Context: an optimization exercise on an open-source flow, tuned for small area. The choices shown serve that exercise and are no tape-out recipe.
Only simulation tests tie the RTL to the original design; equivalence was not proved.
No activity file was given, so power comes from the tool's default toggle rates.

==> ember: inputs <==
==> flow/design.v <==
module rising_edge_detector (
    input clk,           
    input reset_n,       
    input input_signal,  
    output rising_edge_detected  
);
reg input_signal_d1;
reg input_signal_d2;
always @(posedge clk or negedge reset_n) begin
    if (!reset_n) begin
        input_signal_d1 <= 0;
        input_signal_d2 <= 0;
    end else begin
        input_signal_d1 <= input_signal;
        input_signal_d2 <= input_signal_d1;
    end
end
assign rising_edge_detected = ~input_signal_d2 & input_signal_d1;
endmodule
module fi_channel (
    input  clk,
    input  rst,
    input  pin,
    input  ph0,       
    input  dph0,      
    input  [1:0] sph,
    input  hclr,      
    input  frz,
    input  mstate,
    input  accept,
    output hbit,      
    output slbit      
);
wire e;
rising_edge_detector red (
    .clk(clk),
    .reset_n(rst),
    .input_signal(pin),
    .rising_edge_detected(e)
);
reg [3:0] L;
reg fH, fD, cH, cD;
reg [27:0] H;
reg [13:0] D;
reg [3:0] SL;
wire w   = e & (&L);
wire toD = frz | accept;
wire hout = H[0] & ~hclr;
wire a    = mstate & D[0];
wire cHe  = ph0 ? (fH | (mstate & fD)) : cH;
wire hin  = hout ^ a ^ cHe;
wire cHn  = (hout & a) | (hout & cHe) | (a & cHe);
wire cDe  = dph0 ? (fD & frz) : cD;
wire din  = frz & (D[0] ^ cDe);
always @(posedge clk or negedge rst) begin
    if (!rst)
        L <= 4'd0;
    else if (e)
        L <= L + 1'b1;
end
always @(posedge clk or negedge rst) begin
    if (!rst)
        fH <= 1'b0;
    else
        fH <= (w & ~toD) | (fH & ~ph0);
end
always @(posedge clk) begin
    cH <= cHn;
    fD <= (w & toD) | (fD & ~dph0);
    cD <= D[0] & cDe;
end
always @(posedge clk) begin
    H <= {hin, H[27:1]};
    D <= {din, D[13:1]};
    if (accept)
        SL <= L;
end
assign hbit  = hout;
assign slbit = SL[sph];
endmodule
module fastinput_in (
    input  rst,
    input  clk,
    input  [3:0] Fast,
    input  ph0,
    input  dph0,
    input  [1:0] sph,
    input  hclr,
    input  frz,
    input  mstate,
    input  accept,
    output [3:0] hbit,
    output [3:0] slbit
);
genvar i;
generate
    for (i = 0; i < 4; i = i + 1) begin : ch
        fi_channel u (
            .clk(clk), .rst(rst), .pin(Fast[i]),
            .ph0(ph0), .dph0(dph0), .sph(sph),
            .hclr(hclr), .frz(frz), .mstate(mstate), .accept(accept),
            .hbit(hbit[i]), .slbit(slbit[i])
        );
    end
endgenerate
endmodule
module Receive2uart(
	input  uart_rxd,
	input  Clk,
	input  Rst,
	output is_cmd,
	output reg Rx_Done
);
reg s0_uart_rx, s1_uart_rx;
reg tmp0_uart_rx, tmp1_uart_rx;
reg uart_state;
reg [4:0] div_cnt;
reg [7:0] bps_cnt;
reg [1:0] acc;
reg match;
wire bps_Clk = uart_state && (div_cnt == 5'd3);
wire nedege = !tmp0_uart_rx & tmp1_uart_rx;
wire reject = (bps_cnt == 8'd12) && (acc == 2'd3);
assign is_cmd = match;
always @(posedge Clk or negedge Rst) begin
	if (!Rst) begin
		s0_uart_rx <= 1'b0;
		s1_uart_rx <= 1'b0;
		tmp0_uart_rx <= 1'b0;
		tmp1_uart_rx <= 1'b0;
	end else begin
		s0_uart_rx <= uart_rxd;
		s1_uart_rx <= s0_uart_rx;
		tmp0_uart_rx <= s1_uart_rx;
		tmp1_uart_rx <= tmp0_uart_rx;
	end
end
always @(posedge Clk) begin
	if (uart_state && div_cnt != 5'd19)
		div_cnt <= {div_cnt[3:0], ~(div_cnt[4] ^ div_cnt[2])};
	else
		div_cnt <= 5'd0;
end
always @(posedge Clk) begin
	if (!uart_state || bps_cnt == 8'd159 || reject)
		bps_cnt <= 8'd0;
	else if (bps_Clk)
		bps_cnt <= bps_cnt + 1'b1;
end
always @(posedge Clk or negedge Rst) begin
	if (!Rst)
		Rx_Done <= 1'b0;
	else
		Rx_Done <= uart_state && (bps_cnt == 8'd159);
end
wire in_win = (bps_cnt[3:0] >= 4'd6) && (bps_cnt[3:0] <= 4'd11) && (bps_cnt != 8'd41);
wire [3:0] grp = bps_cnt[7:4];
wire exp_bit = (grp == 4'd1) || (grp == 4'd3);
wire pol = (grp == 4'd0);
wire dbit = (grp == 4'd2) ? !acc[1] : (acc != 2'd3);
always @(posedge Clk) begin
	if (bps_Clk) begin
		if (bps_cnt[3:0] == 4'd0)
			acc <= 2'd0;
		else if (in_win && s1_uart_rx == pol && acc != 2'd3)
			acc <= acc + 1'b1;
		if (bps_cnt == 8'd12)
			match <= 1'b1;
		else if (bps_cnt[3:0] == 4'd12 && grp <= 4'd8 && dbit != exp_bit)
			match <= 1'b0;
	end
end
always @(posedge Clk or negedge Rst) begin
	if (!Rst)
		uart_state <= 1'b0;
	else if (nedege)
		uart_state <= 1'b1;
	else if (Rx_Done || reject)
		uart_state <= 1'b0;
end
endmodule
module Write2uart(
	input Clk,
	input Rst,
	input Send_en,
	input nbit,
	output reg uart_txd,
	output reg TX_Done,
	output reg [3:0] q
);
reg [8:0] div_cnt;
reg uart_state;
wire div_lo  = uart_state && (div_cnt[8:3] == 6'd0) && div_cnt[1] && div_cnt[0];
wire bps_clk = div_lo && !div_cnt[2];
wire slot0   = div_lo && div_cnt[2];
always @(posedge Clk or negedge Rst) begin
	if (!Rst)
		TX_Done <= 1'b0;
	else
		TX_Done <= uart_state && (q == 4'd10);
end
always @(posedge Clk or negedge Rst) begin
	if (!Rst)
		uart_state <= 1'b0;
	else if (Send_en)
		uart_state <= 1'b1;
	else if (q == 4'd10)
		uart_state <= 1'b0;
end
always @(posedge Clk) begin
	if (!uart_state || q == 4'd10)
		q <= 4'd15;
	else if (bps_clk)
		q <= q + 1'b1;
end
always @(posedge Clk) begin
	if (uart_state && div_cnt != 9'd182)
		div_cnt <= {div_cnt[7:0], ~(div_cnt[8] ^ div_cnt[4])};
	else
		div_cnt <= 9'd0;
end
always @(posedge Clk or negedge Rst) begin
	if (!Rst)
		uart_txd <= 1'b1;
	else if (slot0) begin
		if (q == 4'd0)
			uart_txd <= 1'b0;
		else if (q <= 4'd8)
			uart_txd <= nbit;
		else
			uart_txd <= 1'b1;
	end
end
endmodule
module fastinput (
    input rst,
    input clk,
	input [3:0]CheckIO,
	input  receive,
    output write
);
wire RxDone;
wire is_cmd;
wire tx_done;
wire [3:0] q;
reg WriteEnable;
reg acc_d1;          
reg acc_d2;
reg [4:0] m;         
reg [4:0] php;
reg hclr;
reg frz;
reg mstate;
reg nbit;
reg [1:0] k;
reg [3:0] SumLo;
reg [3:0] SumHi;
wire accept = RxDone && !WriteEnable && is_cmd;
wire [3:0] hbit;
wire [3:0] slbit;
wire ph0  = (php == 5'd4);
wire dph0 = ph0 || (php == 5'd18);
wire ph31 = (php == 5'd31);
Write2uart Write2uart(
	.Clk(clk),
	.Rst(rst),
	.Send_en(WriteEnable),
	.nbit(nbit),
	.uart_txd(write),
	.TX_Done(tx_done),
	.q(q)
);
fastinput_in fastinput_in (
    .rst(rst),
    .clk(clk),
    .Fast(CheckIO),
    .ph0(ph0),
    .dph0(dph0),
    .sph(php[1:0]),
    .hclr(hclr),
    .frz(frz),
    .mstate(mstate),
    .accept(accept),
    .hbit(hbit),
    .slbit(slbit)
);
Receive2uart Receive2uart(
	.uart_rxd(receive),
	.Clk(clk),
	.Rst(rst),
	.is_cmd(is_cmd),
	.Rx_Done(RxDone)
);
always @(posedge clk or negedge rst) begin
	if (!rst) begin
		acc_d1 <= 1'b0;
		acc_d2 <= 1'b0;
	end else begin
		acc_d1 <= accept;
		acc_d2 <= acc_d1;
	end
end
always @(posedge clk or negedge rst) begin
	if (!rst)
		WriteEnable <= 1'b0;
	else if (acc_d2)
		WriteEnable <= 1'b1;
	else if (m == 5'd16)
		WriteEnable <= 1'b0;
end
wire fresh = (m == 5'd29);
always @(posedge clk or negedge rst) begin
	if (!rst)
		m <= 5'd29;
	else if (tx_done)
		m <= (m + 1'b1) | {4'd0, fresh};
	else if (m == 5'd16)
		m <= 5'd30;
end
wire unfz = (m == 5'd15) && q[3] && !q[2];
always @(posedge clk or negedge rst) begin
	if (!rst) begin
		php <= 5'd4;
		hclr <= 1'b1;
		frz <= 1'b0;
		mstate <= 1'b0;
	end else begin
		php <= ph31 ? 5'd4 : php + 1'b1;
		if (ph31)
			hclr <= 1'b0;
		if (accept)
			frz <= 1'b1;
		else if (ph31 && unfz)
			frz <= 1'b0;
		if (ph31)
			mstate <= frz && unfz;
	end
end
wire [3:0] x = php[4] ? slbit : hbit;
wire [1:0] ke = (php == 5'd28) ? 2'd0 : k;
wire [2:0] tot = x[0] + x[1] + x[2] + x[3] + ke;
wire win = (m[4:3] == 2'b00);
always @(posedge clk)
	k <= tot[2:1];
always @(posedge clk) begin
	SumLo <= (win && php[4:2] == 3'b111) ? {tot[0], SumLo[3:1]} : {SumLo[0], SumLo[3:1]};
	SumHi <= (win && php[4:2] == 3'b001) ? {tot[0], SumHi[3:1]} : {SumHi[0], SumHi[3:1]};
end
wire [1:0] c = m[3:2];
wire [1:0] j = m[1:0];
wire lowm = (php[1:0] == q[1:0]);
wire lowp = (j == 2'd0) && !q[2];
wire hm   = (php[4:2] == {j, q[2]});
reg cond;
reg src;
always @(*) begin
	if (!m[4]) begin
		cond = lowm && (lowp || hm);
		src  = lowp ? slbit[c] : hbit[c];
	end else if (m == 5'd31) begin
		cond = 1'b1;
		src  = (q == 4'd1) || (q == 4'd2);
	end else if (m[0]) begin
		cond = 1'b1;
		src  = 1'b0;
	end else begin
		cond = lowm;
		src  = q[2] ? SumHi[0] : SumLo[0];
	end
end
always @(posedge clk) begin
	if (!q[3] && cond)
		nbit <= src;
end
endmodule
==> flow/flow/run.sh <==
#!/bin/bash
set -euo pipefail
here=$(cd "$(dirname "$0")" && pwd)
export BUFFER_PORTS_ARGS="-buffer_cell sky130_fd_sc_hd__buf_1"
export CTS_ARGS="-sink_clustering_enable -repair_clock_nets -sink_clustering_size 12 -sink_clustering_max_diameter 40 -buf_list sky130_fd_sc_hd__clkbuf_4 -dont_use_dummy_load"
{
  echo "proc abc {args} {"
  echo "  set i [lsearch -exact \$args -script]"
  echo "  if {\$i >= 0 && [string match *abc_speed.script [lindex \$args [expr {\$i + 1}]]]} {"
  echo "    lset args [expr {\$i + 1}] $here/area.abc"
  echo "  }"
  echo "  puts \"abc with script: [lindex \$args [expr {\$i + 1}]]\""
  echo "  yosys abc {*}\$args"
  echo "}"
  
  cat synth_recipe.tcl
} > synth_area.tcl
bash standard.sh SYNTH_SCRIPT=$PWD/synth_area.tcl finish > standard.log 2>&1
==> flow/flow/area.abc <==
&get -n
&st
&dch -f
&nf -a -R 1000
&put
==> flow/standard.sh <==
#!/bin/bash
# synth_recipe.tcl (not shown) runs the flow's synth.tcl, then flattens the netlist and writes it again
# the make line also repeats each setting of config.mk as NAME=value (left out here)
make -C /OpenROAD-flow-scripts/flow DESIGN_CONFIG=/design/flow/config.mk WORK_HOME=/design/flow/orfs CLKGATE_MAP_FILE= SYNTH_SCRIPT=/design/flow/synth_recipe.tcl "${@:-finish}"
==> flow/config.mk <==
export PLATFORM = sky130hd
export DESIGN_NAME = fastinput
export DESIGN_NICKNAME = fastinput
export VERILOG_FILES = /design/flow/design.v
export SDC_FILE = /design/flow/constraint.sdc
export NUM_CORES = 4
export LEC_CHECK = 0
export CAP_MARGIN = 20
export CORE_MARGIN = 2
export CORE_UTILIZATION = 40
export PLACE_DENSITY = 0.6
export SLEW_MARGIN = 20
==> flow/constraint.sdc <==
create_clock -name core_clock -period 10.0 [get_ports {clk}]
set_input_delay 2.0000 -clock core_clock [delete_from_list [all_inputs] [get_ports {clk}]]
set_output_delay 2.0000 -clock core_clock [all_outputs]
set_load 0.01 [all_outputs]
==> inputs of cedar, as changes to ember <==
--- a/flow/design.v
+++ b/flow/design.v
@@ -25,5 +25,5 @@
     input  dph0,      
     input  [1:0] sph,
-    input  hclr,      
+    input  hvalid,    
     input  frz,
     input  mstate,
@@ -42,15 +42,16 @@
 reg fH, fD, cH, cD;
 reg [27:0] H;
-reg [13:0] D;
+reg [13:0] Dn;
 reg [3:0] SL;
 wire w   = e & (&L);
 wire toD = frz | accept;
-wire hout = H[0] & ~hclr;
-wire a    = mstate & D[0];
+wire d0   = ~Dn[0];
+wire hout = H[0] & hvalid;
+wire a    = mstate & d0;
 wire cHe  = ph0 ? (fH | (mstate & fD)) : cH;
 wire hin  = hout ^ a ^ cHe;
 wire cHn  = (hout & a) | (hout & cHe) | (a & cHe);
 wire cDe  = dph0 ? (fD & frz) : cD;
-wire din  = frz & (D[0] ^ cDe);
+wire din  = frz & (d0 ^ cDe);
 always @(posedge clk or negedge rst) begin
     if (!rst)
@@ -68,9 +69,9 @@
     cH <= cHn;
     fD <= (w & toD) | (fD & ~dph0);
-    cD <= D[0] & cDe;
+    cD <= d0 & cDe;
 end
 always @(posedge clk) begin
     H <= {hin, H[27:1]};
-    D <= {din, D[13:1]};
+    Dn <= {~din, Dn[13:1]};
     if (accept)
         SL <= L;
@@ -86,5 +87,5 @@
     input  dph0,
     input  [1:0] sph,
-    input  hclr,
+    input  hvalid,
     input  frz,
     input  mstate,
@@ -99,5 +100,5 @@
             .clk(clk), .rst(rst), .pin(Fast[i]),
             .ph0(ph0), .dph0(dph0), .sph(sph),
-            .hclr(hclr), .frz(frz), .mstate(mstate), .accept(accept),
+            .hvalid(hvalid), .frz(frz), .mstate(mstate), .accept(accept),
             .hbit(hbit[i]), .slbit(slbit[i])
         );
@@ -122,4 +123,5 @@
 wire nedege = !tmp0_uart_rx & tmp1_uart_rx;
 wire reject = (bps_cnt == 8'd12) && (acc == 2'd3);
+wire last   = bps_cnt[7] && (&bps_cnt[4:0]);    
 assign is_cmd = match;
 always @(posedge Clk or negedge Rst) begin
@@ -143,5 +145,5 @@
 end
 always @(posedge Clk) begin
-	if (!uart_state || bps_cnt == 8'd159 || reject)
+	if (!uart_state || last || reject)
 		bps_cnt <= 8'd0;
 	else if (bps_Clk)
@@ -152,5 +154,5 @@
 		Rx_Done <= 1'b0;
 	else
-		Rx_Done <= uart_state && (bps_cnt == 8'd159);
+		Rx_Done <= uart_state && last;
 end
 wire in_win = (bps_cnt[3:0] >= 4'd6) && (bps_cnt[3:0] <= 4'd11) && (bps_cnt != 8'd41);
@@ -187,5 +189,6 @@
 	output reg uart_txd,
 	output reg TX_Done,
-	output reg [3:0] q
+	output reg [3:0] q,
+	output slot0
 );
 reg [8:0] div_cnt;
@@ -193,11 +196,13 @@
 wire div_lo  = uart_state && (div_cnt[8:3] == 6'd0) && div_cnt[1] && div_cnt[0];
 wire bps_clk = div_lo && !div_cnt[2];
-wire slot0   = div_lo && div_cnt[2];
+assign slot0 = div_lo && div_cnt[2];
 always @(posedge Clk or negedge Rst) begin
 	if (!Rst)
 		TX_Done <= 1'b0;
 	else
-		TX_Done <= uart_state && (q == 4'd10);
+		TX_Done <= uart_state && q10;
 end
+wire q10 = q[3] && q[1] && !q[0];
+wire q_data = !q[3] || (!q[1] && !q[0]);    
 always @(posedge Clk or negedge Rst) begin
 	if (!Rst)
@@ -205,9 +210,9 @@
 	else if (Send_en)
 		uart_state <= 1'b1;
-	else if (q == 4'd10)
+	else if (q10)
 		uart_state <= 1'b0;
 end
 always @(posedge Clk) begin
-	if (!uart_state || q == 4'd10)
+	if (!uart_state || q10)
 		q <= 4'd15;
 	else if (bps_clk)
@@ -226,5 +231,5 @@
 		if (q == 4'd0)
 			uart_txd <= 1'b0;
-		else if (q <= 4'd8)
+		else if (q_data)
 			uart_txd <= nbit;
 		else
@@ -244,4 +249,5 @@
 wire tx_done;
 wire [3:0] q;
+wire slot0;
 reg WriteEnable;
 reg acc_d1;          
@@ -249,16 +255,20 @@
 reg [4:0] m;         
 reg [4:0] php;
-reg hclr;
+reg hvalid;
 reg frz;
 reg mstate;
 reg nbit;
-reg [1:0] k;
+reg spend;
+reg scarry;
 reg [3:0] SumLo;
 reg [3:0] SumHi;
 wire accept = RxDone && !WriteEnable && is_cmd;
+wire m16   = m[4] && !m[2];
+wire m31   = m[4] && m[1] && m[0];
+wire fresh = m[4] && !m[1] && m[0];    
 wire [3:0] hbit;
 wire [3:0] slbit;
-wire ph0  = (php == 5'd4);
-wire dph0 = ph0 || (php == 5'd18);
+wire ph0  = !php[4] && !php[3] && !php[1] && !php[0];    
+wire dph0 = ph0 || (php[3:0] == 4'b0010);               
 wire ph31 = (php == 5'd31);
 Write2uart Write2uart(
@@ -269,5 +279,6 @@
 	.uart_txd(write),
 	.TX_Done(tx_done),
-	.q(q)
+	.q(q),
+	.slot0(slot0)
 );
 fastinput_in fastinput_in (
@@ -278,5 +289,5 @@
     .dph0(dph0),
     .sph(php[1:0]),
-    .hclr(hclr),
+    .hvalid(hvalid),
     .frz(frz),
     .mstate(mstate),
@@ -306,8 +317,7 @@
 	else if (acc_d2)
 		WriteEnable <= 1'b1;
-	else if (m == 5'd16)
+	else if (m16)
 		WriteEnable <= 1'b0;
 end
-wire fresh = (m == 5'd29);
 always @(posedge clk or negedge rst) begin
 	if (!rst)
@@ -315,5 +325,5 @@
 	else if (tx_done)
 		m <= (m + 1'b1) | {4'd0, fresh};
-	else if (m == 5'd16)
+	else if (m16)
 		m <= 5'd30;
 end
@@ -322,5 +332,5 @@
 	if (!rst) begin
 		php <= 5'd4;
-		hclr <= 1'b1;
+		hvalid <= 1'b0;
 		frz <= 1'b0;
 		mstate <= 1'b0;
@@ -328,5 +338,5 @@
 		php <= ph31 ? 5'd4 : php + 1'b1;
 		if (ph31)
-			hclr <= 1'b0;
+			hvalid <= 1'b1;
 		if (accept)
 			frz <= 1'b1;
@@ -337,14 +347,4 @@
 	end
 end
-wire [3:0] x = php[4] ? slbit : hbit;
-wire [1:0] ke = (php == 5'd28) ? 2'd0 : k;
-wire [2:0] tot = x[0] + x[1] + x[2] + x[3] + ke;
-wire win = (m[4:3] == 2'b00);
-always @(posedge clk)
-	k <= tot[2:1];
-always @(posedge clk) begin
-	SumLo <= (win && php[4:2] == 3'b111) ? {tot[0], SumLo[3:1]} : {SumLo[0], SumLo[3:1]};
-	SumHi <= (win && php[4:2] == 3'b001) ? {tot[0], SumHi[3:1]} : {SumHi[0], SumHi[3:1]};
-end
 wire [1:0] c = m[3:2];
 wire [1:0] j = m[1:0];
@@ -358,7 +358,7 @@
 		cond = lowm && (lowp || hm);
 		src  = lowp ? slbit[c] : hbit[c];
-	end else if (m == 5'd31) begin
+	end else if (m31) begin
 		cond = 1'b1;
-		src  = (q == 4'd1) || (q == 4'd2);
+		src  = !q[2] && (q[1] ^ q[0]);    
 	end else if (m[0]) begin
 		cond = 1'b1;
@@ -373,3 +373,17 @@
 		nbit <= src;
 end
+wire sadd = spend && !slot0 && !m[4] && (j == 2'd0) && !q[3] && cond;
+wire sold = (c != 2'd0) && (q[2] ? SumHi[0] : SumLo[0]);
+wire scin = (q[2:0] != 3'd0) && scarry;
+wire snew = sold ^ src ^ scin;
+always @(posedge clk) begin
+	if (slot0)
+		spend <= 1'b1;
+	else if (sadd)
+		spend <= 1'b0;
+	if (sadd)
+		scarry <= (sold & src) | (sold & scin) | (src & scin);
+	SumLo <= (sadd && !q[2]) ? {snew, SumLo[3:1]} : {SumLo[0], SumLo[3:1]};
+	SumHi <= (sadd &&  q[2]) ? {snew, SumHi[3:1]} : {SumHi[0], SumHi[3:1]};
+end
 endmodule
==> flow/flow/run.sh (replaced) <==
#!/bin/bash
# The standard layout (standard.sh) with these changes:
#  - synthesis: synth_recipe.tcl unchanged, except that ABC maps the logic
#    with the area-oriented mapping in flow/area.abc (amap) instead of abc_speed.script,
#    adders are left to ABC (no extract_fa, no Kogge-Stone carry map).
#    Registers are created and mapped exactly as in the standard synthesis.
#  - the port buffers that buffer_ports inserts are sky130_fd_sc_hd__buf_1
#    instead of the delay buffer it picks by default;
#  - clock tree synthesis clusters at most 11 flip-flops within 40 um per
#    sky130_fd_sc_hd__clkbuf_4 and adds no dummy loads.
# ORFS writes each step's log under orfs/logs; the make output goes to
# standard.log.
set -euo pipefail
here=$(cd "$(dirname "$0")" && pwd)

cat > synth_area.tcl <<EOS
proc abc {args} {
  set i [lsearch -exact \$args -script]
  if {\$i >= 0 && [string match *abc_speed.script [lindex \$args [expr {\$i + 1}]]]} {
    lset args [expr {\$i + 1}] $here/area.abc
  }
  puts "abc script: [lindex \$args [expr {\$i + 1}]]"
  yosys abc {*}\$args
}
proc extract_fa {args} { puts "extract_fa skipped" }
EOS
cat synth_recipe.tcl >> synth_area.tcl

export SYNTH_OPERATIONS_ARGS="-nordff"
export BUFFER_PORTS_ARGS="-buffer_cell sky130_fd_sc_hd__buf_1"
export CTS_ARGS="-sink_clustering_enable -repair_clock_nets -sink_clustering_size 11 -sink_clustering_max_diameter 40 -buf_list sky130_fd_sc_hd__clkbuf_4 -dont_use_dummy_load"
bash standard.sh SYNTH_SCRIPT=$PWD/synth_area.tcl finish > standard.log 2>&1
==> flow/flow/area.abc (replaced) <==
strash
dch -f
amap -F 8 -A 20 -C 1000
Settings changed: CORE_UTILIZATION 40 to 60, PLACE_DENSITY 0.6 to 0.75.
==> inputs of garnet, as changes to ember <==
--- a/flow/design.v
+++ b/flow/design.v
@@ -187,5 +187,6 @@
 	output reg uart_txd,
 	output reg TX_Done,
-	output reg [3:0] q
+	output reg [3:0] q,
+	output slot0
 );
 reg [8:0] div_cnt;
@@ -193,5 +194,5 @@
 wire div_lo  = uart_state && (div_cnt[8:3] == 6'd0) && div_cnt[1] && div_cnt[0];
 wire bps_clk = div_lo && !div_cnt[2];
-wire slot0   = div_lo && div_cnt[2];
+assign slot0 = div_lo && div_cnt[2];
 always @(posedge Clk or negedge Rst) begin
 	if (!Rst)
@@ -244,4 +245,5 @@
 wire tx_done;
 wire [3:0] q;
+wire slot0;
 reg WriteEnable;
 reg acc_d1;          
@@ -253,5 +255,6 @@
 reg mstate;
 reg nbit;
-reg [1:0] k;
+reg spend;
+reg scarry;
 reg [3:0] SumLo;
 reg [3:0] SumHi;
@@ -269,5 +272,6 @@
 	.uart_txd(write),
 	.TX_Done(tx_done),
-	.q(q)
+	.q(q),
+	.slot0(slot0)
 );
 fastinput_in fastinput_in (
@@ -337,14 +341,4 @@
 	end
 end
-wire [3:0] x = php[4] ? slbit : hbit;
-wire [1:0] ke = (php == 5'd28) ? 2'd0 : k;
-wire [2:0] tot = x[0] + x[1] + x[2] + x[3] + ke;
-wire win = (m[4:3] == 2'b00);
-always @(posedge clk)
-	k <= tot[2:1];
-always @(posedge clk) begin
-	SumLo <= (win && php[4:2] == 3'b111) ? {tot[0], SumLo[3:1]} : {SumLo[0], SumLo[3:1]};
-	SumHi <= (win && php[4:2] == 3'b001) ? {tot[0], SumHi[3:1]} : {SumHi[0], SumHi[3:1]};
-end
 wire [1:0] c = m[3:2];
 wire [1:0] j = m[1:0];
@@ -373,3 +367,17 @@
 		nbit <= src;
 end
+wire sadd = spend && !slot0 && !m[4] && (j == 2'd0) && !q[3] && cond;
+wire sold = (c != 2'd0) && (q[2] ? SumHi[0] : SumLo[0]);
+wire scin = (q[2:0] != 3'd0) && scarry;
+wire snew = sold ^ src ^ scin;
+always @(posedge clk) begin
+	if (slot0)
+		spend <= 1'b1;
+	else if (sadd)
+		spend <= 1'b0;
+	if (sadd)
+		scarry <= (sold & src) | (sold & scin) | (src & scin);
+	SumLo <= (sadd && !q[2]) ? {snew, SumLo[3:1]} : {SumLo[0], SumLo[3:1]};
+	SumHi <= (sadd &&  q[2]) ? {snew, SumHi[3:1]} : {SumHi[0], SumHi[3:1]};
+end
 endmodule
==> flow/flow/run.sh (replaced) <==
#!/bin/bash
# The standard layout (standard.sh) with these changes:
#  - synthesis: synth_recipe.tcl unchanged, except that ABC maps the logic
#    with the area-oriented mapping in flow/area.abc (amap) instead of abc_speed.script,
#    adders are left to ABC (no extract_fa, no Kogge-Stone carry map).
#    Registers are created and mapped exactly as in the standard synthesis.
#  - the port buffers that buffer_ports inserts are sky130_fd_sc_hd__buf_1
#    instead of the delay buffer it picks by default;
#  - clock tree synthesis clusters at most 11 flip-flops within 40 um per
#    sky130_fd_sc_hd__clkbuf_4 and adds no dummy loads.
# ORFS writes each step's log under orfs/logs; the make output goes to
# standard.log.
set -euo pipefail
here=$(cd "$(dirname "$0")" && pwd)

cat > synth_area.tcl <<EOS
proc abc {args} {
  set i [lsearch -exact \$args -script]
  if {\$i >= 0 && [string match *abc_speed.script [lindex \$args [expr {\$i + 1}]]]} {
    lset args [expr {\$i + 1}] $here/area.abc
  }
  puts "abc script: [lindex \$args [expr {\$i + 1}]]"
  yosys abc {*}\$args
}
proc extract_fa {args} { puts "extract_fa skipped" }
EOS
cat synth_recipe.tcl >> synth_area.tcl

export SYNTH_OPERATIONS_ARGS="-nordff"
export BUFFER_PORTS_ARGS="-buffer_cell sky130_fd_sc_hd__buf_1"
export CTS_ARGS="-sink_clustering_enable -repair_clock_nets -sink_clustering_size 12 -sink_clustering_max_diameter 35 -buf_list sky130_fd_sc_hd__clkbuf_4 -tree_buf sky130_fd_sc_hd__clkbuf_8 -dont_use_dummy_load"
bash standard.sh SYNTH_SCRIPT=$PWD/synth_area.tcl finish > standard.log 2>&1
==> flow/flow/area.abc (replaced) <==
strash
dch -f
amap -F 4 -A 10
==> results.txt <==
Synthesized area: garnet is lower than ember (4.5%).
Setup slack, lowest first: ember, garnet, cedar.
Count of clock-buffer cells in the layout: ember is lower than garnet (4).
Cell area: garnet is higher than cedar (about 2.3%).
The lowest die area belongs to cedar, the highest to ember.
Synthesized cell count: garnet > cedar > ember.
Combinational power: garnet < cedar < ember.
The lowest clock skew belongs to garnet, the highest to ember.
The highest global-route usage belongs to cedar, the lowest to ember.
Sequential power is about the same in ember and cedar.
In cedar the total power is lower than in garnet, by about 1.8%.

re-timing with driven ports:
Ports are ideal in the flow. The routed layouts listed here were re-timed in OpenROAD.
Step 1 (the two cells are an assumption about what drives the block):
set clk [get_ports {clk}]
set_driving_cell -lib_cell sky130_fd_sc_hd__clkbuf_16 $clk
set_driving_cell -lib_cell sky130_fd_sc_hd__buf_2 [delete_from_list [all_inputs] $clk]
Step 2 also shifts input and output timing later by t, the mid clock arrival at the registers, as if the neighbouring blocks saw the same clock.
Three values: ideal ports, drivers, drivers and shift; two values: the first two.
run | t, ns | slack for setup (ns) | slew at the worst register clock pin (ns)
ember | 0.616 | 6.729 / 6.692 / 7.240 | 0.12 / 0.12
cedar | 0.583 | 6.760 / 6.727 / 7.142 | 0.11 / 0.11
garnet | 0.622 | 6.736 / 6.699 / 6.935 | 0.11 / 0.11
After both steps setup and hold are still met in every run listed.
